Context: an optimization exercise on an open-source flow, tuned for small area and few clock cycles per item. The choices shown serve that exercise and are no tape-out recipe.
At most, simulation tests tie the RTL to the original design; equivalence was not proved.
The RTL of runs 7 and 8 was laid out without a check of its function.
The clock cells of runs 1 to 4, 6, 7 and 9 come from the design's own scripts or RTL, not from TritonCTS.
The flow treats the clock pin as an ideal source. Dropping or thinning the clock tree relies on that and would not hold on a real chip.
Power is estimated from default activity; no workload was simulated.

`config.mk`:
```
export PLATFORM = sky130hd
export DESIGN_NAME = aq_axils_sample
export DESIGN_NICKNAME = aq_axils_sample
export VERILOG_FILES = /design/flow/design.v
export SDC_FILE = /design/flow/constraint.sdc
export NUM_CORES = 4
export LEC_CHECK = 0
export CAP_MARGIN = 0
export CORE_MARGIN = 2
export CORE_UTILIZATION = 70
export SLEW_MARGIN = 0
```
`constraint.sdc`:
```
create_clock -name core_clock -period 5.0 [get_ports {ACLK}]
set_input_delay 1.0000 -clock core_clock [delete_from_list [all_inputs] [get_ports {ACLK}]]
set_output_delay 1.0000 -clock core_clock [all_outputs]
set_load 0.01 [all_outputs]
```
`design.v`:
```
module aq_axils_sample
(
  input         ARESETN,
  input         ACLK,
  input [31:0]  S_AXI_AWADDR,
  input [3:0]   S_AXI_AWCACHE,
  input [2:0]   S_AXI_AWPROT,
  input         S_AXI_AWVALID,
  output        S_AXI_AWREADY,
  input [31:0]  S_AXI_WDATA,
  input [3:0]   S_AXI_WSTRB,
  input         S_AXI_WVALID,
  output        S_AXI_WREADY,
  output        S_AXI_BVALID,
  input         S_AXI_BREADY,
  output [1:0]  S_AXI_BRESP,
  input [31:0]  S_AXI_ARADDR,
  input [3:0]   S_AXI_ARCACHE,
  input [2:0]   S_AXI_ARPROT,
  input         S_AXI_ARVALID,
  output        S_AXI_ARREADY,
  output [31:0] S_AXI_RDATA,
  output [1:0]  S_AXI_RRESP,
  output        S_AXI_RVALID,
  input         S_AXI_RREADY,
  output [31:0] LOCAL_REG0,
  output [31:0] LOCAL_REG1,
  output [31:0] LOCAL_REG2,
  output [31:0] LOCAL_REG3
);
  reg           bvalid, rvalid;
  reg [3:0]     rsel;
  reg [31:0]    reg_data0, reg_data1, reg_data2, reg_data3;
  wire          wr_go  = S_AXI_AWVALID & S_AXI_WVALID;
  wire          rd_go  = S_AXI_ARVALID;
  wire          wr_map = ( S_AXI_AWADDR[7:4] == 4'd0 );
  wire          rd_map = ( S_AXI_ARADDR[7:4] == 4'd0 );
  assign S_AXI_AWREADY  = S_AXI_WVALID;
  assign S_AXI_WREADY   = S_AXI_AWVALID;
  assign S_AXI_BVALID   = bvalid;
  assign S_AXI_BRESP    = 2'b00;
  assign S_AXI_ARREADY  = S_AXI_ARVALID;
  assign S_AXI_RVALID   = rvalid;
  assign S_AXI_RRESP    = 2'b00;
  assign S_AXI_RDATA    = ( {32{rsel[0]}} & reg_data0 ) |
                          ( {32{rsel[1]}} & reg_data1 ) |
                          ( {32{rsel[2]}} & reg_data2 ) |
                          ( {32{rsel[3]}} & reg_data3 );
  always @( posedge ACLK or negedge ARESETN ) begin
    if( !ARESETN ) begin
      bvalid <= 1'b0;
      rvalid <= 1'b0;
    end else begin
      if( wr_go )
        bvalid <= 1'b1;
      else if( S_AXI_BREADY )
        bvalid <= 1'b0;
      if( rd_go )
        rvalid <= 1'b1;
      else if( S_AXI_RREADY )
        rvalid <= 1'b0;
    end
  end
  always @( posedge ACLK ) begin
    if( rd_go ) begin
      rsel[0] <= rd_map & ( S_AXI_ARADDR[3:2] == 2'd0 );
      rsel[1] <= rd_map & ( S_AXI_ARADDR[3:2] == 2'd1 );
      rsel[2] <= rd_map & ( S_AXI_ARADDR[3:2] == 2'd2 );
      rsel[3] <= rd_map & ( S_AXI_ARADDR[3:2] == 2'd3 );
    end
  end
  wire          wr_reg = wr_go & wr_map;
  wire [31:0]   wr_data = S_AXI_WDATA & {32{ARESETN}};
  wire          wr_en0 = ~ARESETN | ( wr_reg & ( S_AXI_AWADDR[3:2] == 2'd0 ) );
  wire          wr_en1 = ~ARESETN | ( wr_reg & ( S_AXI_AWADDR[3:2] == 2'd1 ) );
  wire          wr_en2 = ~ARESETN | ( wr_reg & ( S_AXI_AWADDR[3:2] == 2'd2 ) );
  wire          wr_en3 = ~ARESETN | ( wr_reg & ( S_AXI_AWADDR[3:2] == 2'd3 ) );
  always @( posedge ACLK ) begin
    if( wr_en0 ) reg_data0 <= wr_data;
    if( wr_en1 ) reg_data1 <= wr_data;
    if( wr_en2 ) reg_data2 <= wr_data;
    if( wr_en3 ) reg_data3 <= wr_data;
  end
  assign LOCAL_REG0 = reg_data0;
  assign LOCAL_REG1 = reg_data1;
  assign LOCAL_REG2 = reg_data2;
  assign LOCAL_REG3 = reg_data3;
endmodule
```
`flow/run.sh`:
```
#!/bin/bash
# The standard layout, with the smallest buffer cell on the ports and a
# hand-built clock tree (flow/clock_tree.tcl) in place of TritonCTS.
set -euo pipefail
bash standard.sh "BUFFER_PORTS_ARGS=-buffer_cell sky130_fd_sc_hd__buf_1" \
  "PRE_CTS_TCL=$PWD/flow/clock_tree.tcl" \
  finish > standard_flow.log 2>&1
```
`flow/clock_tree.tcl`:
```
# Build the clock tree by hand, in place of TritonCTS: the clock port drives
# a few leaf buffers, each driving the registers of one region of the core
# (the sinks split into n_split_x columns of equal count, each column into
# n_split_y parts of equal count).
set leaf_master sky130_fd_sc_hd__clkbuf_8
set n_split_x 2
set n_split_y 4
set root_master sky130_fd_sc_hd__clkbuf_8
set max_port_loads 4

set block [ord::get_db_block]
set db [ord::get_db]
set clk_net [$block findNet ACLK]
set master [$db findMaster $leaf_master]

set sinks {}
foreach it [$clk_net getITerms] {
  set inst [$it getInst]
  set box [$inst getBBox]
  set x [expr {([$box xMin] + [$box xMax]) / 2}]
  set y [expr {([$box yMin] + [$box yMax]) / 2}]
  lappend sinks [list $x $y $it]
}
puts "clock_tree: [llength $sinks] sinks on ACLK"

# split items, sorted on coordinate idx, into n parts of near equal size
proc split_parts {items idx n} {
  set s [lsort -integer -index $idx $items]
  set parts {}
  set len [llength $s]
  for {set i 0} {$i < $n} {incr i} {
    set a [expr {($i * $len) / $n}]
    set b [expr {(($i + 1) * $len) / $n - 1}]
    lappend parts [lrange $s $a $b]
  }
  return $parts
}

set groups {}
foreach col [split_parts $sinks 0 $n_split_x] {
  foreach q [split_parts $col 1 $n_split_y] { lappend groups $q }
}

set leaf_in $clk_net
if { [llength $groups] > $max_port_loads } {
  set rmaster [$db findMaster $root_master]
  set root [odb::dbInst_create $block $rmaster "clkbuf_root"]
  set leaf_in [odb::dbNet_create $block "clknet_root"]
  $leaf_in setSigType CLOCK
  [$root findITerm A] connect $clk_net
  [$root findITerm X] connect $leaf_in
  set sx 0; set sy 0
  foreach s $sinks { incr sx [lindex $s 0]; incr sy [lindex $s 1] }
  set cx [expr {$sx / [llength $sinks]}]
  set cy [expr {$sy / [llength $sinks]}]
  $root setLocation [expr {$cx - [$rmaster getWidth] / 2}] [expr {$cy - [$rmaster getHeight] / 2}]
  $root setPlacementStatus PLACED
  puts "clock_tree: root buffer at ([expr {$cx / 1000.0}], [expr {$cy / 1000.0}])"
}

set k 0
foreach g $groups {
  set sx 0; set sy 0
  foreach s $g { incr sx [lindex $s 0]; incr sy [lindex $s 1] }
  set n [llength $g]
  set cx [expr {$sx / $n}]
  set cy [expr {$sy / $n}]
  set buf [odb::dbInst_create $block $master "clkbuf_leaf_$k"]
  set net [odb::dbNet_create $block "clknet_leaf_$k"]
  $net setSigType CLOCK
  foreach s $g {
    set it [lindex $s 2]
    $it disconnect
    $it connect $net
  }
  [$buf findITerm A] connect $leaf_in
  [$buf findITerm X] connect $net
  $buf setLocation [expr {$cx - [$master getWidth] / 2}] [expr {$cy - [$master getHeight] / 2}]
  $buf setPlacementStatus PLACED
  puts "clock_tree: leaf $k drives $n sinks from ([expr {$cx / 1000.0}], [expr {$cy / 1000.0}])"
  incr k
}
$clk_net setSigType CLOCK

set_propagated_clock [all_clocks]

# The tree is built: TritonCTS is not run.
proc clock_tree_synthesis {args} {
  puts "clock_tree: hand-built tree in place, clock_tree_synthesis skipped"
}
```
`standard.sh`:
```
#!/bin/bash
# synth_recipe.tcl (not shown) runs the flow's synth.tcl, then flattens the netlist and writes it again
# the make line also repeats each setting of config.mk as NAME=value (left out here)
make -C /OpenROAD-flow-scripts/flow DESIGN_CONFIG=/design/flow/config.mk WORK_HOME=/design/flow/orfs CLKGATE_MAP_FILE= SYNTH_SCRIPT=/design/flow/synth_recipe.tcl "${@:-finish}"
```
==> flow_metrics.tcl, run 1 <==
set metrics [dict create \
    p_clk_share_pct 21.3 \
    fmax_mhz 320 \
    wirelength_met1_um 4530 \
    start_util_pct 73.4 \
    synth_area_leader_cell "edfxtp_1" \
    grt_max_degree 39 \
    combPwrFrac_pct 14.2 \
    grtUsageTotal_pct 35.1 \
    skew_ns 0 \
    die_h_um 88.9 \
    status "timing/DRC/antenna clean" \
    synthAdderAreaFrac_pct 0 \
    critPathLaunchType "input port" \
    seqPwrFrac_pct 64.5 \
    rsz0062_at_grt "false" \
    ir_drop_mv 0.226 \
    row_count 30 \
    synth_warnings 1 \
    cp.arrival_ns 3.14 \
    postRouteAntennaNets 0 \
    netlist-cell-type-count 15 \
    hpwl_um 10100 \
    final_common_cell "buf_1" \
    p_leak_nw 2.08 \
    r2r_slack_ns 4.34 \
    coreArea_um2 6870 \
    worst-slew-pin-transition_ns 1.07 \
    critPathMaxFanout 27 \
    yosys-top-cells-area "edfxtp_1, a22oi_1, and2_1, nand2_1, clkbuf_1" \
    synthXorXnorAreaFrac_pct 0 \
    drt-initial-drc-count 424 \
    cts_hold_buf 0 \
    grt_pass1_wl_um 19800 \
    min_period_ns 3.13 \
    n_fill_cell 304 \
    p_per_area_nw_per_um2 354 \
    p_sw_share_pct 26.3 \
    internal_power_mw 1.60 \
    top_layer "met4" \
    dr_wl_met3_um 1910 \
    viasPerCell 6.20 \
    synthSimpleGateAreaFrac_pct 7.20 \
    place.gp.congestion 0.868 \
    portBuffers 215 \
    syn_inst 304 \
    clock_latency_ns 0.36 \
    fin_crit_sh_pct 62.5 \
    io-pin-count 290 \
    syn_to_final_growth_pct 21.3 \
    layout_common_cells "buf_1, edfxtp_1, a22oi_1, nand2_1, and2_1" \
    synth-compound-area-share_pct 10.5 \
    drc 0 \
    netlist.area_leader.share_pct 78.6 \
    hold_viol 0 \
    path_class "input port to register" \
    detail_route.wl_per_cell_um 24.0 \
    p_switching_mw 0.570 \
    first_pass_iters 5 \
    synth_top_family_by_area "compound AO/OA/AOI/OAI gates" \
    netlist_area_um2 5040 \
    drive_gt1_share_pct 4.82 \
    dp_cells 606 \
    routed_wl_um 14900 \
    overflow 0 \
    dr_total_vias 3844 \
    slew_viol_final 0 \
    fin_nets 642 \
    layout.cells.non_filler 620 \
    slew_headroom_pct 28.1 \
    setup_viol 0 \
    yosysSeqAreaShare_pct 79.6 \
    syn_avg_cell_area_um2 16.6 \
    fp.dieArea_um2 7890 \
    path_clk_slew_ns 0.10 \
    hp-class "register to register" \
    drv_cap 0 \
    wl_met2_um 7790 \
    cp-end-kind "register" \
    grt_antenna_before_repair 5 \
    die_w_um 88.9 \
    fin_area_um2 6110 \
    synth.ff_latch_count 134 \
    muxShareOfSynthArea_pct 0 \
    post-cts-setup-buffers 0 \
    critical_path_required_ns 5.01 \
    grt_pass1_vias 3513 \
    place_area_um2 5980 \
    cts_resized 0 \
]
## kinds of logic after synthesis
group           count (synthesis)
flops                         134
simple gates                   71
compound gates                 70
buf+inv                        28
other cells                     1
## power groups by stage
stage | registers [mW] | logic (mW) | clock network (mW)
finish | 1.40 | 0.307 | 0.461
global route | 1.41 | 0.331 | 0.498
CTS | 1.39 | 0.303 | 0.458
detailed placement | 1.42 | 0.300 | 0
global placement | 1.41 | 0.287 | 0
floorplan | 1.45 | 0.116 | 0
## layout make-up
type / count / area, µm² / area share, %
repair buffers: 225 / 883 / 14.5
inverters: 6 / 22.5 / 0.368
plain buffers: 9 / 124 / 2.03
multi-input cells: 145 / 936 / 15.3
flip-flops and latches: 134 / 4010 / 65.7
well taps: 96 / 120 / 1.97
diodes: 5 / 12.5 / 0.205
## sequential cells by signal, indices dropped and copies added, names as in the netlist
name,cells
reg_data0,32
reg_data1,32
reg_data2,32
reg_data3,32
rsel,4
bvalid,1
rvalid,1
## metal layers
metal | vias to the layer above | GRT usage, %
met2 | 363 | 61.7
met5 | - | 0
li1 | 1604 | -
met1 | 1832 | 42.7
met4 | 0 | 12.3
met3 | 45 | 8.58
## cell usage after synthesis
library cell / instances
or4_4: 1
nand2_1: 33
a21o_1: 1
clkbuf_1: 15
dfrtp_1: 2
conb_1: 1
buf_4: 7
edfxtp_1: 132
a22oi_1: 64
o21ai_0: 1
o41ai_1: 4
or4_1: 1
nor3_1: 4
inv_1: 6
and2_1: 32
## worst max-delay path, cell delays in order
cell	delay, ns
buf_1	0.07
or4_4	0.57
o41ai_2	0.93
buf_4	0.55
## path summary, 6_finish.rpt
check	from	to	depth (start not counted)
max in group asynchronous	ARESETN	rvalid$_DFFE_PN0P_	1
setup / recovery	S_AXI_AWADDR[5]	reg_data2[2]$_DFFE_PP_	4
setup reg to reg	rvalid$_DFFE_PN0P_	rvalid$_DFFE_PN0P_	1
hold / removal	rvalid$_DFFE_PN0P_	rvalid$_DFFE_PN0P_	1
hold reg to reg	rvalid$_DFFE_PN0P_	rvalid$_DFFE_PN0P_	1
min in group asynchronous	ARESETN	bvalid$_DFFE_PN0P_	1
## stage by stage
step	TNS (ns)	utilization [%]	power [mW]	hold WS [ns]	setup WS [ns]
6_report	0	89.0	2.17	0.494	1.87
5_1_grt	0	89.0	2.23	0.517	1.92
4_1_cts	0	88.8	2.15	0.494	1.98
3_5_place_dp	0	87.0	1.72	0.472	1.61
3_3_place_gp	0	87.0	1.70	0.465	1.64
2_1_floorplan	-56.13	-	1.57	0.520	-0.438
Testbench counts, summed over its fixed seeds: cycles 4,096, items 2,048.
==> inputs of run 2 (changes only) <==
--- a/flow/clock_tree.tcl
+++ b/flow/clock_tree.tcl
@@ -2,9 +2,9 @@
 # a few leaf buffers, each driving the registers of one region of the core
 # (the sinks split into n_split_x columns of equal count, each column into
 # n_split_y parts of equal count).
-set leaf_master sky130_fd_sc_hd__clkbuf_8
+set leaf_master sky130_fd_sc_hd__clkbuf_16
 set n_split_x 2
-set n_split_y 4
+set n_split_y 2
 set root_master sky130_fd_sc_hd__clkbuf_8
 set max_port_loads 4
 
--- a/config.mk
+++ b/config.mk
@@ -8,4 +8,5 @@
 export CAP_MARGIN = 0
 export CORE_MARGIN = 2
 export CORE_UTILIZATION = 70
+export GPL_TIMING_DRIVEN = 0
 export SLEW_MARGIN = 0
==> run 2 against run 1 <==
Critical path depth up 2. Sequential power about the same. Clock skew unchanged. Cell count up 3.1%. Highest routed layer unchanged. Utilization up 2.0 points. Synthesized area unchanged. Clock power down 14%. Critical endpoint is now reg_data3[2]$_DFFE_PP_. Critical path type unchanged. Global-route usage up 1.3 points.
==> flow_metrics.tcl, run 2 <==
set metrics [dict create \
    status "timing/DRC/antenna clean" \
    worstReg2RegEnd "rvalid$_DFFE_PN0P_" \
    diodes 0 \
    place.gp.congestion 0.858 \
    combPwrFrac_pct 15.5 \
    drive_gt1_share_pct 6.08 \
    grtUsageTotal_pct 36.5 \
    grt_max_degree 35 \
    cp.arrival_ns 3.17 \
    worst-slew-pin-transition_ns 1.10 \
    overflow 0 \
    die_w_um 88.9 \
    tns_ns 0 \
    yosysMostFrequentCell "edfxtp_1" \
    cp-end-kind "register" \
    cts_resized 0 \
    syn_avg_cell_area_um2 16.6 \
    final_common_cell "buf_1" \
    cp_slowest_stage_delay_ns 0.79 \
    r2r_cells 1 \
    r2r-start "rvalid$_DFFE_PN0P_" \
    postRouteAntennaNets 0 \
    slew_viol_final 0 \
    hp-class "register to register" \
    layout.cells.non_filler 639 \
    min_from "rvalid$_DFFE_PN0P_" \
    hold_viol 0 \
    clock_latency_ns 0.18 \
    fin_crit_sh_pct 65.5 \
    post-cts-setup-buffers 0 \
    synth_area_leader_cell "edfxtp_1" \
    hpwl_um 11600 \
    routed_wl_um 15000 \
    path_buf_inv 4 \
    rsz0062_at_grt "false" \
    slowest_stage "o41ai_2" \
    async_reset_ff_share_pct 1.49 \
    die_h_um 88.9 \
    syn_inst 304 \
    n_fill_cell 258 \
    synth_top_flop_cell "edfxtp_1" \
    layout_common_cells "buf_1, edfxtp_1, a22oi_1, nand2_1, and2_1" \
    cp_cell_sequence "buf_1, or4_4, o41ai_2, buf_4, buf_4, buf_4" \
    syn_to_final_growth_pct 24.0 \
    crit_top_cell "buf_4" \
    hold_end "rvalid$_DFFE_PN0P_" \
    internal_power_mw 1.59 \
    drt-initial-drc-count 380 \
    seqPwrFrac_pct 65.7 \
    io-pin-count 290 \
    coreArea_um2 6870 \
    synth.ff_latch_count 134 \
    slew_headroom_pct 26.2 \
    p_leak_nw 2.15 \
    fin_ws_ns 1.72 \
    netlist.area_leader.share_pct 78.6 \
    row_count 30 \
    pre_cts_ws_ns 1.60 \
    p_per_area_nw_per_um2 339 \
    grt_pass1_wl_um 20700 \
    netlist-cell-type-count 15 \
    cts_hold_buf 0 \
    netlist_area_um2 5040 \
    yosysSeqAreaShare_pct 79.6 \
    critical_path_required_ns 4.89 \
    viasPerCell 6.21 \
    p_clk_share_pct 18.8 \
    fmax_mhz 305 \
    fin_nets 666 \
    dp_cells 635 \
    hold_depth 1 \
    setup_viol 0 \
    grt_antenna_before_repair 0 \
    p_switching_mw 0.526 \
    ir_drop_mv 0.361 \
    grt_pass1_vias 3710 \
    critPathMaxFanout 8 \
    detail_route.wl_per_cell_um 23.5 \
    cpLargestDelayFamily "buffers and inverters" \
    path_clk_slew_ns 0.11 \
    power.total_mw 2.12 \
    yosys-top-cells-area "edfxtp_1, a22oi_1, and2_1, nand2_1, clkbuf_1" \
    critPathLaunchType "input port" \
    synth_edf_count 132 \
    dr_total_vias 3965 \
    cp.depth 6 \
    synth_warnings 1 \
    fp.dieArea_um2 7890 \
    drv_cap 0 \
    synth_common_cells "edfxtp_1, a22oi_1, nand2_1" \
    portBuffers 215 \
    min_period_ns 3.28 \
    skew_ns 0 \
    first_pass_iters 5 \
    p_sw_share_pct 24.8 \
    drc 0 \
    path_class "input port to register" \
    r2r_slack_ns 4.34 \
    start_util_pct 73.4 \
]
run 2: cell counts after synthesis:
No cell type changed its count.
run 2: layer usage:
layer / vias up / GRT usage [%] / wire length (µm)
met5: - / 0 / 0
met4: 0 / 6.89 / 374
met3: 32 / 8.30 / 2070
met2: 376 / 68.2 / 8070
met1: 1909 / 43.6 / 4540
li1: 1648 / - / -
run 2: per-stage QoR:
| stage | util (%) | hold slack (ns) | instance area, µm² |
|---|---|---|---|
| finish | 90.9 | 0.502 | 6250 |
| global route | 90.9 | 0.529 | 6250 |
| CTS | 90.9 | 0.503 | 6250 |
| detailed placement | 89.5 | 0.476 | 6150 |
| global placement | 87.0 | 0.466 | 5980 |
| floorplan | - | 0.520 | 5050 |
run 2: cell families (layout without fill, tap and decap cells):
family	count (synthesis)	after routing	synth area share [%]
compound gates	70	70	10.5
buf+inv	28	264	2.61
flops	134	134	79.6
other cells	1	4	0.0744
simple gates	71	71	7.20
run 2: power by group through the flow:
stage          registers, mW  logic [mW]  clock network (mW)
2_1_floorplan           1.45       0.116                   0
3_3_place_gp            1.41       0.294                   0
3_5_place_dp            1.41       0.322                   0
4_1_cts                 1.39       0.325               0.394
5_1_grt                 1.40       0.352               0.430
6_report                1.39       0.328               0.398
run 2: worst max-delay path by stage:
stage,start,to,slack (ns)
final,S_AXI_AWADDR[5],reg_data3[2]$_DFFE_PP_,1.72
after global routing,S_AXI_AWADDR[5],reg_data2[31]$_DFFE_PP_,1.71
after CTS,S_AXI_AWADDR[5],reg_data2[0]$_DFFE_PP_,1.78
after detailed placement,S_AXI_AWADDR[5],reg_data3[9]$_DFFE_PP_,1.60
after global placement,S_AXI_AWADDR[5],reg_data1[19]$_DFFE_PP_,-2.77
after floorplan,S_AXI_AWADDR[5],reg_data0[0]$_DFFE_PP_,-0.44
run 2: cell type report:
type | count | area, µm² | area share [%]
multi-input cells | 145 | 936 | 15.0
inverters | 6 | 22.5 | 0.361
well taps | 96 | 120 | 1.92
plain buffers | 26 | 209 | 3.34
repair buffers | 232 | 946 | 15.1
flip-flops and latches | 134 | 4010 | 64.2
==> inputs of run 3 (changes only) <==
--- a/config.mk
+++ b/config.mk
@@ -8,5 +8,4 @@
 export CAP_MARGIN = 0
 export CORE_MARGIN = 2
 export CORE_UTILIZATION = 70
-export GPL_TIMING_DRIVEN = 0
 export SLEW_MARGIN = 0
==> run 3 against run 2 <==
Largest cell class unchanged. Sequential cell count is the same. First-iteration DRC count shrank 3.7%. Via count shrank 6.7%.
==> flow_metrics.tcl, run 3 <==
set metrics [dict create \
    grt_antenna_before_repair 4 \
    post-cts-setup-buffers 0 \
    setup_viol 0 \
    drc 0 \
    yosysSeqAreaShare_pct 79.6 \
    p_per_area_nw_per_um2 346 \
    first_pass_iters 5 \
    skew_ns 0 \
    synth_warnings 1 \
    routed_wl_um 14300 \
    holdWs_ns 0.500 \
    row_count 30 \
    syn_inst 304 \
    cp.arrival_ns 3.10 \
    r2r_cells 1 \
    cp.depth 4 \
    cts_resized 0 \
    final_common_cell "buf_1" \
    fp.dieArea_um2 7890 \
    min_period_ns 3.26 \
    hpwl_um 10100 \
    hold_viol 0 \
    syn_avg_cell_area_um2 16.6 \
    worstReg2RegEnd "rvalid$_DFFE_PN0P_" \
    postRouteAntennaNets 0 \
    synth_common_cells "edfxtp_1, a22oi_1, nand2_1" \
    fmax_mhz 306 \
    p_leak_nw 2.06 \
    path_class "input port to register" \
    fin_ws_ns 1.74 \
    power.total_mw 2.10 \
    syn_to_final_growth_pct 20.8 \
    r2r_slack_ns 4.34 \
    detail_route.wl_per_cell_um 23.2 \
    synth_top_flop_cell "edfxtp_1" \
    ir_drop_mv 0.364 \
    hold_end "rvalid$_DFFE_PN0P_" \
    drt-initial-drc-count 366 \
    place.gp.congestion 0.868 \
    cpLargestDelayFamily "compound AO/OA/AOI/OAI gates" \
    hold_depth 1 \
    yosysMostFrequentCell "edfxtp_1" \
    layout_common_cells "buf_1, edfxtp_1, a22oi_1, nand2_1, and2_1" \
    pre_cts_ws_ns 1.61 \
    place_area_um2 5980 \
    slew_viol_final 0 \
    netlist-cell-type-count 15 \
    grt_pass1_vias 3469 \
    die_w_um 88.9 \
    r2r-start "rvalid$_DFFE_PN0P_" \
    coreArea_um2 6870 \
    synth_area_leader_cell "edfxtp_1" \
    min_from "rvalid$_DFFE_PN0P_" \
    path_buf_inv 2 \
    grt_pass1_wl_um 19100 \
    portBuffers 215 \
    yosys-top-cells-area "edfxtp_1, a22oi_1, and2_1, nand2_1, clkbuf_1" \
    dp_cells 606 \
    grtUsageTotal_pct 33.5 \
    critical_path_required_ns 4.84 \
    viasPerCell 6.02 \
    path_clk_slew_ns 0.11 \
    fin_util_pct 88.6 \
    netlist_area_um2 5040 \
    synth.ff_latch_count 134 \
    rsz0062_at_grt "false" \
    fin_area_um2 6090 \
    cp-end-kind "register" \
    slowest_stage "o41ai_2" \
    overflow 0 \
    layout.cells.non_filler 614 \
    fin_crit_sh_pct 65.3 \
    critPathMaxFanout 27 \
    worst-slew-pin-transition_ns 1.03 \
    tns_ns 0 \
    status "timing/DRC/antenna clean" \
    cts_hold_buf 0 \
    io-pin-count 290 \
    dr_total_vias 3699 \
    clock_latency_ns 0.17 \
    cp_cell_sequence "buf_1, or4_4, o41ai_2, buf_4" \
    start_util_pct 73.4 \
    hp-class "register to register" \
    cp_slowest_stage_delay_ns 0.90 \
    grt_max_degree 39 \
    die_h_um 88.9 \
    netlist.area_leader.share_pct 78.6 \
    drive_gt1_share_pct 3.89 \
    synth_edf_count 132 \
    fin_nets 637 \
    slew_headroom_pct 30.9 \
    drv_cap 0 \
    async_reset_ff_share_pct 1.49 \
    critPathLaunchType "input port" \
]
-- run 3: cell counts after synthesis --
Identical to the previous run, type by type.
-- run 3: worst max-delay path by stage --
| stage | from | end | slack (ns) |
|---|---|---|---|
| after floorplan | S_AXI_AWADDR[5] | reg_data0[0]$_DFFE_PP_ | -0.44 |
| after global placement | S_AXI_AWADDR[5] | reg_data2[25]$_DFFE_PP_ | 1.64 |
| after detailed placement | S_AXI_AWADDR[5] | reg_data2[12]$_DFFE_PP_ | 1.61 |
| after CTS | S_AXI_AWADDR[5] | reg_data2[8]$_DFFE_PP_ | 1.80 |
| after global routing | S_AXI_AWADDR[5] | reg_data2[8]$_DFFE_PP_ | 1.73 |
| final | S_AXI_AWADDR[5] | reg_data2[18]$_DFFE_PP_ | 1.74 |
-- run 3: routing by layer --
metal	part of all wire (%)	track usage, %	vias up
met5	0	0	-
met4	3.0	10.1	0
met3	12	7.74	32
met2	53	59.3	317
met1	32	41.4	1756
li1	-	-	1594
-- run 3: cells by family after synthesis --
group | Yosys count | synth area share [%]
other | 1 | 0.0744
AND/OR/NAND/NOR | 71 | 7.20
AO/OA/AOI/OAI | 70 | 10.5
flip-flops | 134 | 79.6
buffers and inverters | 28 | 2.61
-- run 3: layout make-up --
class	count	area, µm²
sequential	134	4010
multi-input combinational	145	936
timing repair buffer	225	883
fill	301	783
tap	96	120
buffer	4	100
inverter	6	22.5
antenna	4	10.0
-- run 3: report_power, final --
group	internal (mW)	switching [mW]	leakage (nW)
sequential	1.34	0.0607	1.30
combinational	0.0970	0.208	0.717
clock	0.150	0.253	0.0493
total	1.58	0.522	2.06
==> inputs of run 4 (changes only) <==
--- a/flow/clock_tree.tcl
+++ b/flow/clock_tree.tcl
@@ -2,10 +2,10 @@
 # a few leaf buffers, each driving the registers of one region of the core
 # (the sinks split into n_split_x columns of equal count, each column into
 # n_split_y parts of equal count).
-set leaf_master sky130_fd_sc_hd__clkbuf_16
+set leaf_master sky130_fd_sc_hd__clkbuf_8
 set n_split_x 2
-set n_split_y 2
-set root_master sky130_fd_sc_hd__clkbuf_8
+set n_split_y 4
+set root_master sky130_fd_sc_hd__clkbuf_4
 set max_port_loads 4
 
 set block [ord::get_db_block]
==> run 4 against run 3 <==
Still clean. Highest routed layer unchanged. Total power increased by 2.5%. Sequential power barely moved. Largest power group unchanged. Cell count rose by 0.98%. Synthesized cell count is the same. Critical endpoint is now S_AXI_RDATA[28].
==> flow_metrics.tcl, run 4 <==
set metrics [dict create \
    slew_viol_final 0 \
    async_reset_ff_share_pct 1.49 \
    r2r-start "rvalid$_DFFE_PN0P_" \
    yosysSeqAreaShare_pct 79.6 \
    drv_cap 0 \
    yosys-top-cells-area "edfxtp_1, a22oi_1, and2_1, nand2_1, clkbuf_1" \
    rsz0062_at_grt "false" \
    final_common_cell "buf_1" \
    dr_total_vias 3824 \
    skew_ns 0 \
    status "timing/DRC/antenna clean" \
    postRouteAntennaNets 0 \
    worst-slew-pin-transition_ns 0.986 \
    synth_edf_count 132 \
    hp-class "register to register" \
    fin_util_pct 88.9 \
    synth_warnings 1 \
    fmax_mhz 326 \
    grt_pass1_vias 3498 \
    syn_to_final_growth_pct 21.2 \
    grt_pass1_wl_um 19800 \
    coreArea_um2 6870 \
    p_leak_nw 2.07 \
    row_count 30 \
    clock_latency_ns 0.43 \
    grt_max_degree 39 \
    hold_viol 0 \
    cts_resized 0 \
    die_h_um 88.9 \
    drt-initial-drc-count 418 \
    syn_inst 304 \
    p_sw_share_pct 26.5 \
    slew_headroom_pct 33.5 \
    syn_avg_cell_area_um2 16.6 \
    routed_wl_um 14800 \
    layout_common_cells "buf_1, edfxtp_1, a22oi_1, nand2_1, and2_1" \
    setup_viol 0 \
    cp_cell_sequence "buf_4, a22oi_1, nand2_1, buf_1" \
    fp.dieArea_um2 7890 \
    start_util_pct 73.4 \
    min_period_ns 3.07 \
    netlist-cell-type-count 15 \
    cp.arrival_ns 2.07 \
    layout.cells.non_filler 620 \
    synth.ff_latch_count 134 \
    fin_crit_sh_pct 61.4 \
    cp_slowest_stage_delay_ns 0.74 \
    fin_nets 642 \
    io-pin-count 290 \
    internal_power_mw 1.59 \
    detail_route.wl_per_cell_um 23.9 \
    cts_hold_buf 0 \
    netlist_area_um2 5040 \
    critPathMaxFanout 20 \
    die_w_um 88.9 \
    critical_path_required_ns 4.00 \
    p_clk_share_pct 21.0 \
    p_per_area_nw_per_um2 353 \
    n_fill_cell 303 \
    cp-end-kind "output port" \
    overflow 0 \
    ir_drop_mv 0.229 \
    min_from "rvalid$_DFFE_PN0P_" \
    synth_top_flop_cell "edfxtp_1" \
    dp_cells 606 \
    combPwrFrac_pct 14.2 \
    synth_area_leader_cell "edfxtp_1" \
    grt_antenna_before_repair 5 \
    path_class "register to output port" \
    netlist.area_leader.share_pct 78.6 \
    first_pass_iters 5 \
    drive_gt1_share_pct 4.82 \
    grtUsageTotal_pct 35.2 \
    critPathLaunchType "register" \
    seqPwrFrac_pct 64.8 \
    synth_common_cells "edfxtp_1, a22oi_1, nand2_1" \
    viasPerCell 6.17 \
    portBuffers 215 \
    yosysMostFrequentCell "edfxtp_1" \
    hpwl_um 10100 \
    crit_start "rsel[0]$_DFFE_PP_" \
    drc 0 \
    post-cts-setup-buffers 0 \
    path_clk_slew_ns 0.10 \
    p_switching_mw 0.571 \
    slowest_stage "edfxtp_1" \
    place.gp.congestion 0.868 \
]
## run 4: cell count changes in the layout (fill, tap and decap cells not counted), sizes merged
| cell | change |
|---|---|
| clkbuf | +5 |
| diode | +1 |
## run 4: path summary, 6_finish.rpt
path	to	slack, ns	depth (start not counted)
max	S_AXI_RDATA[28]	1.93	4
min	rvalid$_DFFE_PN0P_	0.49	1
min in group asynchronous	bvalid$_DFFE_PN0P_	0.62	1
max in group asynchronous	rvalid$_DFFE_PN0P_	3.92	1
min reg2reg	rvalid$_DFFE_PN0P_	0.49	1
max reg2reg	rvalid$_DFFE_PN0P_	4.34	1
## run 4: per-layer routing
metal | wire length (µm) | GRT usage, % | vias up
li1 | - | - | 1601
met2 | 7740 | 61.7 | 356
met3 | 1840 | 8.58 | 43
met1 | 4620 | 42.7 | 1824
met4 | 643 | 12.5 | 0
met5 | 0 | 0 | -
## run 4: kinds of logic after synthesis
family	after synthesis	share of synthesized area, %
and+or+nand+nor	71	7.20
buffers and inverters	28	2.61
DFF	134	79.6
other	1	0.0744
AOI/OAI and AO/OA	70	10.5
## run 4: critical path: cells and delay by family (launching register included)
family | cells | cell delay [ns]
simple gates | 1 | 0.11
compound gates | 1 | 0.16
buf+inv | 2 | 0.61
flops | 1 | 0.74
## run 4: layout make-up
type | instances | area (µm²) | area share [%]
inverter | 6 | 22.5 | 0.369
timing repair buffer | 225 | 883 | 14.5
buffer | 9 | 118 | 1.93
sequential | 134 | 4010 | 65.7
tap | 96 | 120 | 1.97
antenna | 5 | 12.5 | 0.205
multi-input combinational | 145 | 936 | 15.3
## run 4: power groups by stage
stage          clock, mW  combinational [mW]  sequential [mW]
2_1_floorplan          0               0.116             1.45
3_3_place_gp           0               0.287             1.41
3_5_place_dp           0               0.300             1.42
4_1_cts            0.447               0.303             1.39
5_1_grt            0.486               0.331             1.41
6_report           0.452               0.307             1.40
## run 4: stage by stage
step                      hold slack, ns  instance area, µm²  setup WS [ns]  power, mW  TNS, ns
after floorplan                    0.520                5050         -0.438       1.57   -56.13
after global placement             0.465                5980           1.64       1.70        0
after detailed placement           0.472                5980           1.61       1.72        0
after CTS                          0.494                6090           1.98       2.14        0
after global routing               0.517                6110           1.85       2.22        0
final                              0.494                6110           1.93       2.16        0
==> inputs of run 5 (changes only) <==
==> flow/run.sh (replaced) <==
#!/bin/bash
# The standard layout, with the smallest buffer cell on the ports, a
# hand-built clock tree (flow/clock_tree.tcl) in place of TritonCTS, and
# cells sized down after it (flow/recover.tcl).
set -euo pipefail
bash standard.sh "BUFFER_PORTS_ARGS=-buffer_cell sky130_fd_sc_hd__buf_1" \
  "PRE_CTS_TCL=$PWD/flow/clock_tree.tcl" \
  "POST_CTS_TCL=$PWD/flow/recover.tcl" \
  finish > standard_flow.log 2>&1
==> flow/recover.tcl (new file) <==
# After the clock tree: the design has ample setup slack, so size cells down
# where timing allows, then repair any slew or capacitance this leaves.
repair_timing -recover_power 100
repair_design -slew_margin 10 -cap_margin 10
==> run 5 against run 4 <==
The run now fails in global routing (5_1_grt). Synthesized area unchanged. Synthesized cell count unchanged.
==> flow_metrics.tcl, run 5 <==
set metrics [dict create \
    netlist_area_um2 5040 \
    hpwl_um 10100 \
    netlist-cell-type-count 15 \
    syn_avg_cell_area_um2 16.6 \
    die_h_um 88.9 \
    portBuffers 215 \
    error_line "[ERROR DRT-0073] No access point for wire256/A (sky130_fd_sc_hd__clkbuf_4)." \
    place_area_um2 5980 \
    status "did not finish" \
    yosysSeqAreaShare_pct 79.6 \
    syn_inst 304 \
    pre_cts_ws_ns 1.61 \
    yosysMostFrequentCell "edfxtp_1" \
    die_w_um 88.9 \
    io-pin-count 290 \
    synth.ff_latch_count 134 \
    synth_warnings 1 \
    synth_area_leader_cell "edfxtp_1" \
    haltStage "global routing (5_1_grt)" \
    row_count 30 \
    synth_top_flop_cell "edfxtp_1" \
    synth_common_cells "edfxtp_1, a22oi_1, nand2_1" \
    async_reset_ff_share_pct 1.49 \
    place.gp.congestion 0.868 \
    netlist.area_leader.share_pct 78.6 \
    synth_edf_count 132 \
    yosys-top-cells-area "edfxtp_1, a22oi_1, and2_1, nand2_1, clkbuf_1" \
    start_util_pct 73.4 \
]
==> run 5: cell counts after synthesis <==
No cell type changed its count.
==> run 5: worst max path at each step <==
stage | start | to | cells past startpoint
3_5_place_dp | S_AXI_AWADDR[5] | reg_data2[12]$_DFFE_PP_ | 4
3_3_place_gp | S_AXI_AWADDR[5] | reg_data2[25]$_DFFE_PP_ | 4
2_1_floorplan | S_AXI_AWADDR[5] | reg_data0[0]$_DFFE_PP_ | 2
==> run 5: kinds of logic after synthesis <==
kind of cell	count (synthesis)	share of synthesized area, %
AO/OA/AOI/OAI	70	10.5
buffers and inverters	28	2.61
flip-flops	134	79.6
other	1	0.0744
AND/OR/NAND/NOR	71	7.20
==> run 5: metrics by stage <==
step,std cells,power [mW]
after detailed placement,606,1.72
after floorplan,307,1.57
after global placement,606,1.70
==> run 5: power groups by stage <==
| stage | registers, mW | clock network, mW | logic, mW |
|---|---|---|---|
| 2_1_floorplan | 1.45 | 0 | 0.116 |
| 3_3_place_gp | 1.41 | 0 | 0.287 |
| 3_5_place_dp | 1.42 | 0 | 0.300 |
==> inputs of run 6 (changes only) <==
==> flow/recover.tcl (replaced) <==
# After the clock tree: the design has ample setup slack, so size cells down
# where timing allows, repair any slew or capacitance this leaves, and
# legalize what the repair moved or added.
repair_timing -recover_power 100
repair_design -slew_margin 10 -cap_margin 10
detailed_placement
check_placement -verbose
==> run 6 against run 5 <==
The run now finishes clean. Synthesized cell count did not move. Synthesized area did not move.
==> flow_metrics.tcl, run 6 <==
set metrics [dict create \
    status "timing/DRC/antenna clean" \
    grt_pass1_wl_um 19900 \
    netlist.area_leader.share_pct 78.6 \
    clock_latency_ns 0.44 \
    grt_antenna_before_repair 4 \
    grt_pass1_vias 3523 \
    rsz0062_at_grt "false" \
    dp_cells 606 \
    syn_to_final_growth_pct 20.9 \
    r2r_slack_ns 4.34 \
    yosysSeqAreaShare_pct 79.6 \
    fin_area_um2 6090 \
    hold_end "rvalid$_DFFE_PN0P_" \
    drive_gt1_share_pct 3.45 \
    die_w_um 88.9 \
    drt-initial-drc-count 477 \
    syn_avg_cell_area_um2 16.6 \
    critical_path_required_ns 4.00 \
    grt_max_degree 39 \
    critPathMaxFanout 20 \
    hp-class "register to register" \
    skew_ns 0 \
    drc 0 \
    routed_wl_um 14700 \
    portBuffers 215 \
    cp.depth 4 \
    first_pass_iters 5 \
    cp_cell_sequence "clkbuf_1, a22oi_1, nand2_1, buf_1" \
    slew_viol_final 0 \
    fin_nets 644 \
    slew_headroom_pct 14.4 \
    slowest_stage "clkbuf_1" \
    overflow 0 \
    synth_top_flop_cell "edfxtp_1" \
    crit_start "rsel[0]$_DFFE_PP_" \
    io-pin-count 290 \
    worst-slew-pin-transition_ns 1.28 \
    yosys-top-cells-area "edfxtp_1, a22oi_1, and2_1, nand2_1, clkbuf_1" \
    row_count 30 \
    layout_common_cells "buf_1, edfxtp_1, a22oi_1, nand2_1, and2_0" \
    fp.dieArea_um2 7890 \
    coreArea_um2 6870 \
    place.gp.congestion 0.868 \
    grtUsageTotal_pct 35.3 \
    path_clk_slew_ns 0.11 \
    place_area_um2 5980 \
    drv_cap 0 \
    final_common_cell "buf_1" \
    ir_drop_mv 0.226 \
    pre_cts_ws_ns 1.61 \
    netlist_area_um2 5040 \
    fin_crit_sh_pct 74.7 \
    layout.cells.non_filler 622 \
    cpLargestDelayFamily "buffers and inverters" \
    worstReg2RegEnd "rvalid$_DFFE_PN0P_" \
    p_leak_nw 2.04 \
    async_reset_ff_share_pct 1.49 \
    synth_common_cells "edfxtp_1, a22oi_1, nand2_1" \
    die_h_um 88.9 \
    detail_route.wl_per_cell_um 23.7 \
    dr_total_vias 3833 \
    cp-end-kind "output port" \
    seq_area_um2 4010 \
    n_fill_cell 312 \
    min_from "rvalid$_DFFE_PN0P_" \
    hold_depth 1 \
    path_buf_inv 2 \
    postRouteAntennaNets 0 \
    syn_inst 304 \
    viasPerCell 6.16 \
    r2r_cells 1 \
    cp_slowest_stage_delay_ns 0.87 \
    fin_ws_ns 1.26 \
    yosysMostFrequentCell "edfxtp_1" \
    synth_warnings 1 \
    synth.ff_latch_count 134 \
    hold_viol 0 \
    r2r-start "rvalid$_DFFE_PN0P_" \
    hpwl_um 10100 \
    start_util_pct 73.4 \
    synth_edf_count 132 \
    min_period_ns 3.74 \
    setup_viol 0 \
    cp.arrival_ns 2.74 \
    fmax_mhz 268 \
    path_class "register to output port" \
    netlist-cell-type-count 15 \
    critPathLaunchType "register" \
    multiInputGateArea_um2 910 \
    p_per_area_nw_per_um2 353 \
    synth_area_leader_cell "edfxtp_1" \
]
==> run 6: cell counts after synthesis <==
No cell type changed its count.
==> run 6: stage by stage <==
stage / hold WS [ns] / util, % / power [mW] / setup TNS, ns
3_3_place_gp: 0.465 / 87.0 / 1.70 / 0
3_5_place_dp: 0.472 / 87.0 / 1.72 / 0
5_1_grt: 0.518 / 88.7 / 2.22 / 0
6_report: 0.494 / 88.7 / 2.15 / 0
2_1_floorplan: 0.520 / - / 1.57 / -56.13
==> run 6: where the power goes <==
part	leakage (nW)	switching (mW)	internal, mW	total, mW
combinational	0.681	0.208	0.0956	0.304
clock	0.0622	0.299	0.153	0.452
sequential	1.30	0.0618	1.34	1.40
==> run 6: layer usage <==
metal / wire length, µm / track usage [%] / up-vias / share of wire (%)
li1: - / - / 1608 / -
met1: 4630 / 43.2 / 1831 / 31
met2: 7840 / 63.0 / 360 / 53
met3: 1850 / 7.93 / 34 / 13
met4: 403 / 10.7 / 0 / 2.7
met5: 0 / 0 / - / 0
==> run 6: how the worst max path moves through the flow <==
stage | slack [ns] | endpoint
finish | 1.26 | S_AXI_RDATA[28]
detailed placement | 1.61 | reg_data2[12]$_DFFE_PP_
global route | 1.27 | S_AXI_RDATA[28]
floorplan | -0.44 | reg_data0[0]$_DFFE_PP_
global placement | 1.64 | reg_data2[25]$_DFFE_PP_
==> run 6: cell families (layout without fill, tap and decap cells) <==
kind of cell           after synthesis  after routing  share of synthesized area [%]
and+or+nand+nor                     71             71                           7.20
buffers and inverters               28            242                           2.61
AOI/OAI and AO/OA                   70             70                           10.5
other                                1              9                         0.0744
DFF                                134            134                           79.6
==> run 6: area by class of cell <==
cell class / instances / area share, %
repair buffers: 227 / 14.7
multi-input cells: 145 / 14.9
plain buffers: 9 / 1.93
inverters: 6 / 0.370
diodes: 5 / 0.205
flip-flops and latches: 134 / 65.9
well taps: 96 / 1.97
==> inputs of run 7 (changes only) <==
--- a/design.v
+++ b/design.v
@@ -29,7 +29,9 @@
   output [31:0] LOCAL_REG3
 );
   reg           bvalid, rvalid;
-  reg [3:0]     rsel;
+  reg [1:0]     raddr;
+  reg           rmap;
+  wire [3:0]    rsel;
   reg [31:0]    reg_data0, reg_data1, reg_data2, reg_data3;
   wire          wr_go  = S_AXI_AWVALID & S_AXI_WVALID;
   wire          rd_go  = S_AXI_ARVALID;
@@ -63,12 +65,14 @@
   end
   always @( posedge ACLK ) begin
     if( rd_go ) begin
-      rsel[0] <= rd_map & ( S_AXI_ARADDR[3:2] == 2'd0 );
-      rsel[1] <= rd_map & ( S_AXI_ARADDR[3:2] == 2'd1 );
-      rsel[2] <= rd_map & ( S_AXI_ARADDR[3:2] == 2'd2 );
-      rsel[3] <= rd_map & ( S_AXI_ARADDR[3:2] == 2'd3 );
+      raddr <= S_AXI_ARADDR[3:2];
+      rmap  <= rd_map;
     end
   end
+  assign rsel[0] = rmap & ( raddr == 2'd0 );
+  assign rsel[1] = rmap & ( raddr == 2'd1 );
+  assign rsel[2] = rmap & ( raddr == 2'd2 );
+  assign rsel[3] = rmap & ( raddr == 2'd3 );
   wire          wr_reg = wr_go & wr_map;
   wire [31:0]   wr_data = S_AXI_WDATA & {32{ARESETN}};
   wire          wr_en0 = ~ARESETN | ( wr_reg & ( S_AXI_AWADDR[3:2] == 2'd0 ) );
==> run 7 against run 6 <==
Hold slack got worse by 0.0045 ns. Clock skew unchanged. Critical path depth unchanged. Cell count decreased by 0.64%.
==> flow_metrics.tcl, run 7 <==
set metrics [dict create \
    grt_pass1_wl_um 20100 \
    first_pass_iters 5 \
    rsz0062_at_grt "false" \
    fmax_mhz 253 \
    path_class "register to output port" \
    yosysMostFrequentCell "edfxtp_1" \
    place.gp.congestion 0.847 \
    n_fill_cell 342 \
    yosysSeqAreaShare_pct 75.9 \
    postRouteAntennaNets 0 \
    start_util_pct 72.4 \
    p_per_area_nw_per_um2 345 \
    setup_viol 0 \
    hp-class "register to register" \
    dr_total_vias 3659 \
    slew_headroom_pct 33.7 \
    syn_to_final_growth_pct 20.3 \
    netlist.area_leader.share_pct 74.9 \
    hold_viol 0 \
    worst-slew-pin-transition_ns 0.995 \
    routed_wl_um 13700 \
    worstReg2RegEnd "rvalid$_DFFE_PN0P_" \
    drv_cap 0 \
    r2r_slack_ns 4.34 \
    netlist_area_um2 5250 \
    hold_depth 1 \
    synth_edf_count 131 \
    grt_max_degree 39 \
    die_h_um 90.6 \
    synth_warnings 1 \
    skew_ns 0 \
    slowest_stage "edfxtp_1" \
    async_reset_ff_share_pct 1.50 \
    io-pin-count 290 \
    fp.dieArea_um2 8210 \
    yosys-top-cells-area "edfxtp_1, mux2i_1, and2_1, o22ai_1, buf_4" \
    grt_antenna_before_repair 1 \
    row_count 31 \
    synth_top_flop_cell "edfxtp_1" \
    syn_avg_cell_area_um2 17.5 \
    slew_viol_final 0 \
    overflow 0 \
    fin_crit_sh_pct 78.9 \
    synth_common_cells "edfxtp_1, mux2i_1, and2_1, o22ai_1, buf_4" \
    critPathLaunchType "register" \
    detail_route.wl_per_cell_um 22.1 \
    coreArea_um2 7250 \
    ir_drop_mv 0.268 \
    r2r_cells 1 \
    drt-initial-drc-count 310 \
    critPathMaxFanout 29 \
    fin_ws_ns 1.05 \
    cp_slowest_stage_delay_ns 0.96 \
    r2r-start "rvalid$_DFFE_PN0P_" \
    hpwl_um 9240 \
    dp_cells 604 \
    cp-end-kind "output port" \
    cp_cell_sequence "clkbuf_2, mux2i_1, o22ai_1, buf_1" \
    drc 0 \
    critical_path_required_ns 4.00 \
    clock_latency_ns 0.47 \
    synth_area_leader_cell "edfxtp_1" \
    layout.cells.non_filler 618 \
    syn_inst 300 \
    fin_nets 641 \
    die_w_um 90.6 \
    grtUsageTotal_pct 32.4 \
    drive_gt1_share_pct 4.25 \
    min_from "rvalid$_DFFE_PN0P_" \
    layout_common_cells "buf_1, edfxtp_1, mux2i_1, and2_0, o22ai_1" \
    pre_cts_ws_ns 1.61 \
    min_period_ns 3.95 \
    final_common_cell "buf_1" \
    synth.ff_latch_count 133 \
    hold_end "rvalid$_DFFE_PN0P_" \
    path_clk_slew_ns 0.10 \
    cp.arrival_ns 2.95 \
    portBuffers 215 \
    p_leak_nw 2.21 \
    netlist-cell-type-count 17 \
    grt_pass1_vias 3527 \
    status "timing/DRC/antenna clean" \
    viasPerCell 5.92 \
]
==> run 7: critical path, delay by kind of cell, from the launching register on <==
| kind | cells | cell delay (ns) |
|---|---|---|
| flip-flops | 1 | 0.96 |
| AO/OA/AOI/OAI | 1 | 0.20 |
| buffers and inverters | 2 | 1.05 |
| multiplexers | 1 | 0.23 |
==> run 7: worst max-delay path by stage <==
stage | from | endpoint | cells after the start
6_report | raddr[0]$_DFFE_PP_ | S_AXI_RDATA[3] | 4
5_1_grt | raddr[0]$_DFFE_PP_ | S_AXI_RDATA[18] | 4
3_5_place_dp | S_AXI_AWADDR[5] | reg_data2[7]$_DFFE_PP_ | 4
3_3_place_gp | S_AXI_AWADDR[5] | reg_data2[31]$_DFFE_PP_ | 4
2_1_floorplan | S_AXI_AWADDR[5] | reg_data0[0]$_DFFE_PP_ | 2
==> run 7: through the flow <==
step           hold slack [ns]  power [mW]  util, %  setup TNS (ns)  area (µm²)
2_1_floorplan            0.520        1.59        -          -56.13        5260
3_3_place_gp             0.464        1.72     85.1               0        6170
3_5_place_dp             0.472        1.74     85.1               0        6170
5_1_grt                  0.521        2.25     87.1               0        6320
6_report                 0.489        2.18     87.1               0        6320
==> run 7: kinds of logic after synthesis <==
logic type	count (synthesis)	synth area share, %
compound gates	38	4.72
buf+inv	27	2.74
flops	133	75.9
mux	64	12.2
other cells	1	0.0714
simple gates	37	4.41
==> run 7: layout make-up <==
| type | count | area, µm² | area share (%) |
|---|---|---|---|
| Antenna cell | 1 | 2.50 | 0.0396 |
| Timing Repair Buffer | 229 | 935 | 14.8 |
| Inverter | 4 | 15.0 | 0.238 |
| Tap cell | 99 | 124 | 1.96 |
| Multi-Input combinational cell | 143 | 1140 | 18.0 |
| Buffer | 9 | 118 | 1.86 |
| Sequential cell | 133 | 3980 | 63.1 |
==> run 7: report_power, final <==
part | leakage (nW) | switching (mW) | internal (mW)
Sequential | 1.29 | 0.0569 | 1.33
Clock | 0.0621 | 0.300 | 0.152
Combinational | 0.866 | 0.221 | 0.121
Total | 2.21 | 0.578 | 1.60
==> run 7: layer usage <==
| metal | global-route usage, % | routed length (µm) | vias to the layer above |
|---|---|---|---|
| met1 | 41.0 | 4490 | 1761 |
| met2 | 56.9 | 7070 | 281 |
| met3 | 7.85 | 1690 | 24 |
| met4 | 7.95 | 398 | 0 |
| met5 | 0 | 0 | - |
| li1 | - | - | 1593 |
==> inputs of run 8 (changes only) <==
==> flow/recover.tcl (replaced) <==
# After the clock tree: the design has ample setup slack, so size cells down
# where timing allows, then repair any slew or capacitance this leaves.
repair_timing -recover_power 100
repair_design -slew_margin 10 -cap_margin 10
==> run 8 against run 7 <==
The flow now stops in global routing (5_1_grt). Synthesized area is the same. Synthesized cell count is the same.
==> flow_metrics.tcl, run 8 <==
set metrics [dict create \
    hpwl_um 9240 \
    die_h_um 90.6 \
    synth_top_family_by_area "multiplexers" \
    yosys-top-cells-area "edfxtp_1, mux2i_1, and2_1, o22ai_1, buf_4" \
    synth_common_cells "edfxtp_1, mux2i_1, and2_1, o22ai_1, buf_4" \
    yosysMostFrequentCell "edfxtp_1" \
    io-pin-count 290 \
    async_reset_ff_share_pct 1.50 \
    haltStage "global routing (5_1_grt)" \
    muxShareOfSynthArea_pct 12.2 \
    synth.ff_latch_count 133 \
    synthSimpleGateAreaFrac_pct 4.41 \
    start_util_pct 72.4 \
    synth_warnings 1 \
    status "did not finish" \
    place_area_um2 6170 \
    error_line "[ERROR DRT-0073] No access point for load_slew262/A (sky130_fd_sc_hd__buf_12)." \
    synth-compound-area-share_pct 4.72 \
    syn_inst 300 \
    synth_top_flop_cell "edfxtp_1" \
    place.gp.congestion 0.847 \
    pre_cts_ws_ns 1.61 \
    synth_edf_count 131 \
    yosysSeqAreaShare_pct 75.9 \
    netlist.area_leader.share_pct 74.9 \
    portBuffers 215 \
    die_w_um 90.6 \
    syn_avg_cell_area_um2 17.5 \
    netlist-cell-type-count 17 \
    netlist_area_um2 5250 \
    row_count 31 \
    synthAdderAreaFrac_pct 0 \
    dp_cells 604 \
    synthXorXnorAreaFrac_pct 0 \
    synth_area_leader_cell "edfxtp_1" \
]
## run 8: cell counts after synthesis
No cell type changed its count.
## run 8: worst max-delay path by stage
stage                     slack (ns)       startpoint  depth (start not counted)                       to
after floorplan                -0.44  S_AXI_AWADDR[5]                          2   reg_data0[0]$_DFFE_PP_
after global placement          1.65  S_AXI_AWADDR[5]                          4  reg_data2[31]$_DFFE_PP_
after detailed placement        1.61  S_AXI_AWADDR[5]                          4   reg_data2[7]$_DFFE_PP_
## run 8: logic make-up after synthesis
family	count (synthesis)
AO/OA/AOI/OAI	38
buffers and inverters	27
flip-flops	133
multiplexers	64
other	1
AND/OR/NAND/NOR	37
## run 8: through the flow
stage	utilization (%)	power (mW)
detailed placement	85.1	1.74
global placement	85.1	1.72
floorplan	-	1.59
## run 8: power by group through the flow
| stage | combinational, mW | sequential [mW] | clock, mW |
|---|---|---|---|
| 2_1_floorplan | 0.153 | 1.44 | 0 |
| 3_3_place_gp | 0.325 | 1.40 | 0 |
| 3_5_place_dp | 0.335 | 1.41 | 0 |
==> inputs of run 9 (changes only) <==
--- a/design.v
+++ b/design.v
@@ -29,9 +29,7 @@
   output [31:0] LOCAL_REG3
 );
   reg           bvalid, rvalid;
-  reg [1:0]     raddr;
-  reg           rmap;
-  wire [3:0]    rsel;
+  reg [3:0]     rsel;
   reg [31:0]    reg_data0, reg_data1, reg_data2, reg_data3;
   wire          wr_go  = S_AXI_AWVALID & S_AXI_WVALID;
   wire          rd_go  = S_AXI_ARVALID;
@@ -65,25 +63,27 @@
   end
   always @( posedge ACLK ) begin
     if( rd_go ) begin
-      raddr <= S_AXI_ARADDR[3:2];
-      rmap  <= rd_map;
+      rsel[0] <= rd_map & ( S_AXI_ARADDR[3:2] == 2'd0 );
+      rsel[1] <= rd_map & ( S_AXI_ARADDR[3:2] == 2'd1 );
+      rsel[2] <= rd_map & ( S_AXI_ARADDR[3:2] == 2'd2 );
+      rsel[3] <= rd_map & ( S_AXI_ARADDR[3:2] == 2'd3 );
     end
   end
-  assign rsel[0] = rmap & ( raddr == 2'd0 );
-  assign rsel[1] = rmap & ( raddr == 2'd1 );
-  assign rsel[2] = rmap & ( raddr == 2'd2 );
-  assign rsel[3] = rmap & ( raddr == 2'd3 );
   wire          wr_reg = wr_go & wr_map;
-  wire [31:0]   wr_data = S_AXI_WDATA & {32{ARESETN}};
-  wire          wr_en0 = ~ARESETN | ( wr_reg & ( S_AXI_AWADDR[3:2] == 2'd0 ) );
-  wire          wr_en1 = ~ARESETN | ( wr_reg & ( S_AXI_AWADDR[3:2] == 2'd1 ) );
-  wire          wr_en2 = ~ARESETN | ( wr_reg & ( S_AXI_AWADDR[3:2] == 2'd2 ) );
-  wire          wr_en3 = ~ARESETN | ( wr_reg & ( S_AXI_AWADDR[3:2] == 2'd3 ) );
-  always @( posedge ACLK ) begin
-    if( wr_en0 ) reg_data0 <= wr_data;
-    if( wr_en1 ) reg_data1 <= wr_data;
-    if( wr_en2 ) reg_data2 <= wr_data;
-    if( wr_en3 ) reg_data3 <= wr_data;
+  always @( posedge ACLK or negedge ARESETN ) begin
+    if( !ARESETN ) begin
+      reg_data0 <= 32'd0;
+      reg_data1 <= 32'd0;
+      reg_data2 <= 32'd0;
+      reg_data3 <= 32'd0;
+    end else if( wr_reg ) begin
+      case( S_AXI_AWADDR[3:2] )
+        2'd0: reg_data0 <= S_AXI_WDATA;
+        2'd1: reg_data1 <= S_AXI_WDATA;
+        2'd2: reg_data2 <= S_AXI_WDATA;
+        2'd3: reg_data3 <= S_AXI_WDATA;
+      endcase
+    end
   end
   assign LOCAL_REG0 = reg_data0;
   assign LOCAL_REG1 = reg_data1;
==> flow/run.sh (replaced) <==
#!/bin/bash
# The standard layout, with the smallest buffer cell on the ports and a
# hand-built clock tree (flow/clock_tree.tcl) in place of TritonCTS.
set -euo pipefail
bash standard.sh "BUFFER_PORTS_ARGS=-buffer_cell sky130_fd_sc_hd__buf_1" \
  "PRE_CTS_TCL=$PWD/flow/clock_tree.tcl" \
  finish > standard_flow.log 2>&1
--- a/flow/clock_tree.tcl
+++ b/flow/clock_tree.tcl
@@ -5,7 +5,7 @@
 set leaf_master sky130_fd_sc_hd__clkbuf_8
 set n_split_x 2
 set n_split_y 4
-set root_master sky130_fd_sc_hd__clkbuf_4
+set root_master sky130_fd_sc_hd__clkbuf_8
 set max_port_loads 4
 
 set block [ord::get_db_block]
removed: flow/recover.tcl
==> run 9 against run 8 <==
Now clean on timing, DRC and antenna. Synthesized area increased by 10%. Synthesized cell count increased by 36%.
==> flow_metrics.tcl, run 9 <==
set metrics [dict create \
    critPathMaxFanout 17 \
    netlist-cell-type-count 23 \
    detail_route.wl_per_cell_um 21.0 \
    hpwl_um 10700 \
    drc 0 \
    post-cts-setup-buffers 0 \
    overflow 0 \
    seqPwrFrac_pct 59.5 \
    critical_path_required_ns 4.00 \
    hp-class "register to register" \
    synth_warnings 1 \
    yosysSeqAreaShare_pct 58.4 \
    met3_usage_pct 7.10 \
    die_w_um 94.8 \
    diodes 0 \
    routed_wl_um 15100 \
    syn_avg_cell_area_um2 14.1 \
    grt_antenna_before_repair 0 \
    first_pass_iters 5 \
    fin_crit_sh_pct 62.0 \
    p_switching_mw 0.621 \
    drt-initial-drc-count 220 \
    internal_power_mw 1.49 \
    grt_pass1_wl_um 22900 \
    p_sw_share_pct 29.4 \
    place.gp.congestion 0.767 \
    status "timing/DRC/antenna clean" \
    seq_area_um2 3370 \
    place_area_um2 6630 \
    yosysMostFrequentCell "dfrtp_1" \
    syn_inst 409 \
    cp.arrival_ns 2.10 \
    grt_pass1_vias 4244 \
    ir_drop_mv 0.221 \
    grt.busiest_layer "met2" \
    skew_ns 0 \
    combPwrFrac_pct 18.1 \
    portBuffers 215 \
    rsz0062_at_grt "false" \
    fp.dieArea_um2 9000 \
    cts_resized 0 \
    hold_viol 0 \
    path_class "register to output port" \
    syn_to_final_growth_pct 17.0 \
    row_count 33 \
    synth_area_leader_cell "dfrtp_1" \
    setup_viol 0 \
    yosys-top-cells-area "dfrtp_1, mux2_2, a22oi_1, nand2_1, buf_4" \
    multiInputGateArea_um2 2210 \
    start_util_pct 71.4 \
    grt_max_degree 70 \
    io-pin-count 290 \
    p_leak_nw 3.18 \
    postRouteAntennaNets 0 \
    die_h_um 94.8 \
    synth_top_flop_cell "dfrtp_1" \
    worst-slew-pin-transition_ns 0.882 \
    cp-end-kind "output port" \
    grt_use_met1_pct 43.7 \
    use_met2_pct 57.3 \
    synth_edf_count 4 \
    fin_area_um2 6760 \
    fmax_mhz 323 \
    drive_gt1_share_pct 24.0 \
    final_common_cell "buf_1" \
    synth.ff_latch_count 134 \
    netlist_area_um2 5780 \
    viasPerCell 6.02 \
    grtUsageTotal_pct 33.2 \
    netlist.area_leader.share_pct 56.3 \
    p_per_area_nw_per_um2 313 \
    slew_headroom_pct 41.2 \
    coreArea_um2 8090 \
    layout_common_cells "buf_1, dfrtp_1, mux2_2, a22oi_1, nand2_1" \
    async_reset_ff_share_pct 97.0 \
    synth_common_cells "dfrtp_1, mux2_2, a22oi_1" \
    path_clk_slew_ns 0.10 \
    power.total_mw 2.11 \
    clock_latency_ns 0.38 \
    slew_viol_final 0 \
    p_clk_share_pct 22.4 \
    n_fill_cell 495 \
    critPathLaunchType "register" \
    dr_total_vias 4337 \
    tns_ns 0 \
    min_period_ns 3.10 \
    fin_nets 739 \
    cts_hold_buf 0 \
    drv_cap 0 \
]
run 9: cell types whose count changed after synthesis, moves of 3 or more:
cell      change
o41ai_1       -4
o22ai_1      -32
mux2_2      +122
clkbuf_1      +3
mux2i_1      -64
and2_1       -32
dfrtp_1     +128
edfxtp_1    -127
nand2_1      +33
buf_6         +3
mux2_1        +6
a22oi_1      +64
buf_4         +6
buf_2         -4
run 9: path summary, 6_finish.rpt:
| kind | start | end | slack [ns] | cells past startpoint |
|---|---|---|---|---|
| worst max-delay path | rsel[0]$_DFFE_PP_ | S_AXI_RDATA[0] | 1.90 | 4 |
| worst min-delay path | rvalid$_DFFE_PN0P_ | rvalid$_DFFE_PN0P_ | 0.50 | 1 |
| worst max register to register | reg_data1[0]$_DFFE_PN0P_ | reg_data1[0]$_DFFE_PN0P_ | 4.16 | 1 |
| worst min register to register | rvalid$_DFFE_PN0P_ | rvalid$_DFFE_PN0P_ | 0.50 | 1 |
| max in group asynchronous | ARESETN | reg_data3[4]$_DFFE_PN0P_ | 3.40 | 2 |
| min in group asynchronous | ARESETN | reg_data2[13]$_DFFE_PN0P_ | 0.75 | 1 |
run 9: worst max-delay path, cell delays in order, from the launching register on:
cell	delay [ns]
edfxtp_1	0.90
buf_4	0.39
a22oi_1	0.14
nand2_1	0.07
buf_1	0.21
run 9: logic make-up (layout without fill, tap and decap cells):
| family | count (synthesis) | in the layout | synth area share (%) |
|---|---|---|---|
| AND/OR/NAND/NOR | 46 | 46 | 4.42 |
| buffers and inverters | 34 | 238 | 3.64 |
| flip-flops | 134 | 134 | 58.4 |
| multiplexers | 128 | 128 | 25.0 |
| other | 1 | 4 | 0.0649 |
| AO/OA/AOI/OAI | 66 | 66 | 8.53 |
run 9: final cells by class:
| class | count | area share, % |
|---|---|---|
| sequential | 134 | 49.9 |
| multi-input combinational | 244 | 32.7 |
| timing repair buffer | 226 | 13.4 |
| tap | 105 | 1.94 |
| buffer | 9 | 1.83 |
| inverter | 3 | 0.167 |
run 9: power groups by stage:
stage                     sequential, mW  combinational, mW  clock, mW
after floorplan                     1.30              0.168          0
after detailed placement            1.28              0.383          0
after global placement              1.27              0.369          0
after global routing                1.27              0.419      0.519
final                               1.26              0.382      0.474
after CTS                           1.26              0.385      0.475
run 9: metrics by stage:
| stage | worst slack [ns] | hold slack, ns | instances | util (%) |
|---|---|---|---|---|
| final | 1.90 | 0.503 | 721 | 83.5 |
| after global routing | 1.85 | 0.522 | 721 | 83.5 |
| after CTS | 1.98 | 0.506 | 721 | 83.5 |
| after detailed placement | 1.67 | 0.484 | 712 | 82.0 |
| after global placement | 1.71 | 0.463 | 712 | 82.0 |
| after floorplan | 2.35 | 0.520 | 412 | - |
run 9: layer usage:
metal / part of all wire, % / up-vias
met5: 0 / -
met4: 2.6 / 0
met3: 8.8 / 30
met2: 49 / 206
met1: 39 / 2191
li1: - / 1910
Testbench counts of run 9, summed over its fixed seeds: cycles 4,096, items 2,048.

## what the ideal ports hide
No port has a modelled driver above. Below, the same layouts with a new extraction and two added sets of constraints.
Step 1, drivers: a clkbuf_16 drives ACLK and a buf_2 each remaining input, both assumed.
Step 2 times the ports against the registers' clock, not the clock port: input delays grow and output delays shrink by t, the midpoint of the rising clock arrivals with the driver on.
a / b / c = ideal / step 1 / step 2; a / b = the first two.
| run | t, ns | slack for setup (ns) | slew at the worst register clock pin (ns) | pins driven straight from the clock port |
|---|---|---|---|---|
| run 1 | 0.383 | 1.873 / 1.883 / 1.500 | 0.10 / 0.10 | 1 |
| run 2 | 0.258 | 1.723 / 1.788 / 1.530 | 0.12 / 0.12 | 4 |
| run 3 | 0.248 | 1.737 / 1.791 / 1.542 | 0.12 / 0.12 | 4 |
| run 4 | 0.462 | 1.929 / 1.894 / 1.568 | 0.11 / 0.11 | 1 |
| run 6 | 0.466 | 1.265 / 1.232 / 1.386 | 0.11 / 0.11 | 1 |
| run 7 | 0.495 | 1.055 / 1.019 / 1.454 | 0.11 / 0.11 | 1 |
| run 9 | 0.413 | 1.901 / 1.865 / 1.658 | 0.11 / 0.11 | 1 |
After both steps setup and hold are still met in every run listed. For run 1, which loses most, drivers alone change the setup slack by +0.010 ns; drivers and shift together by -0.373 ns.
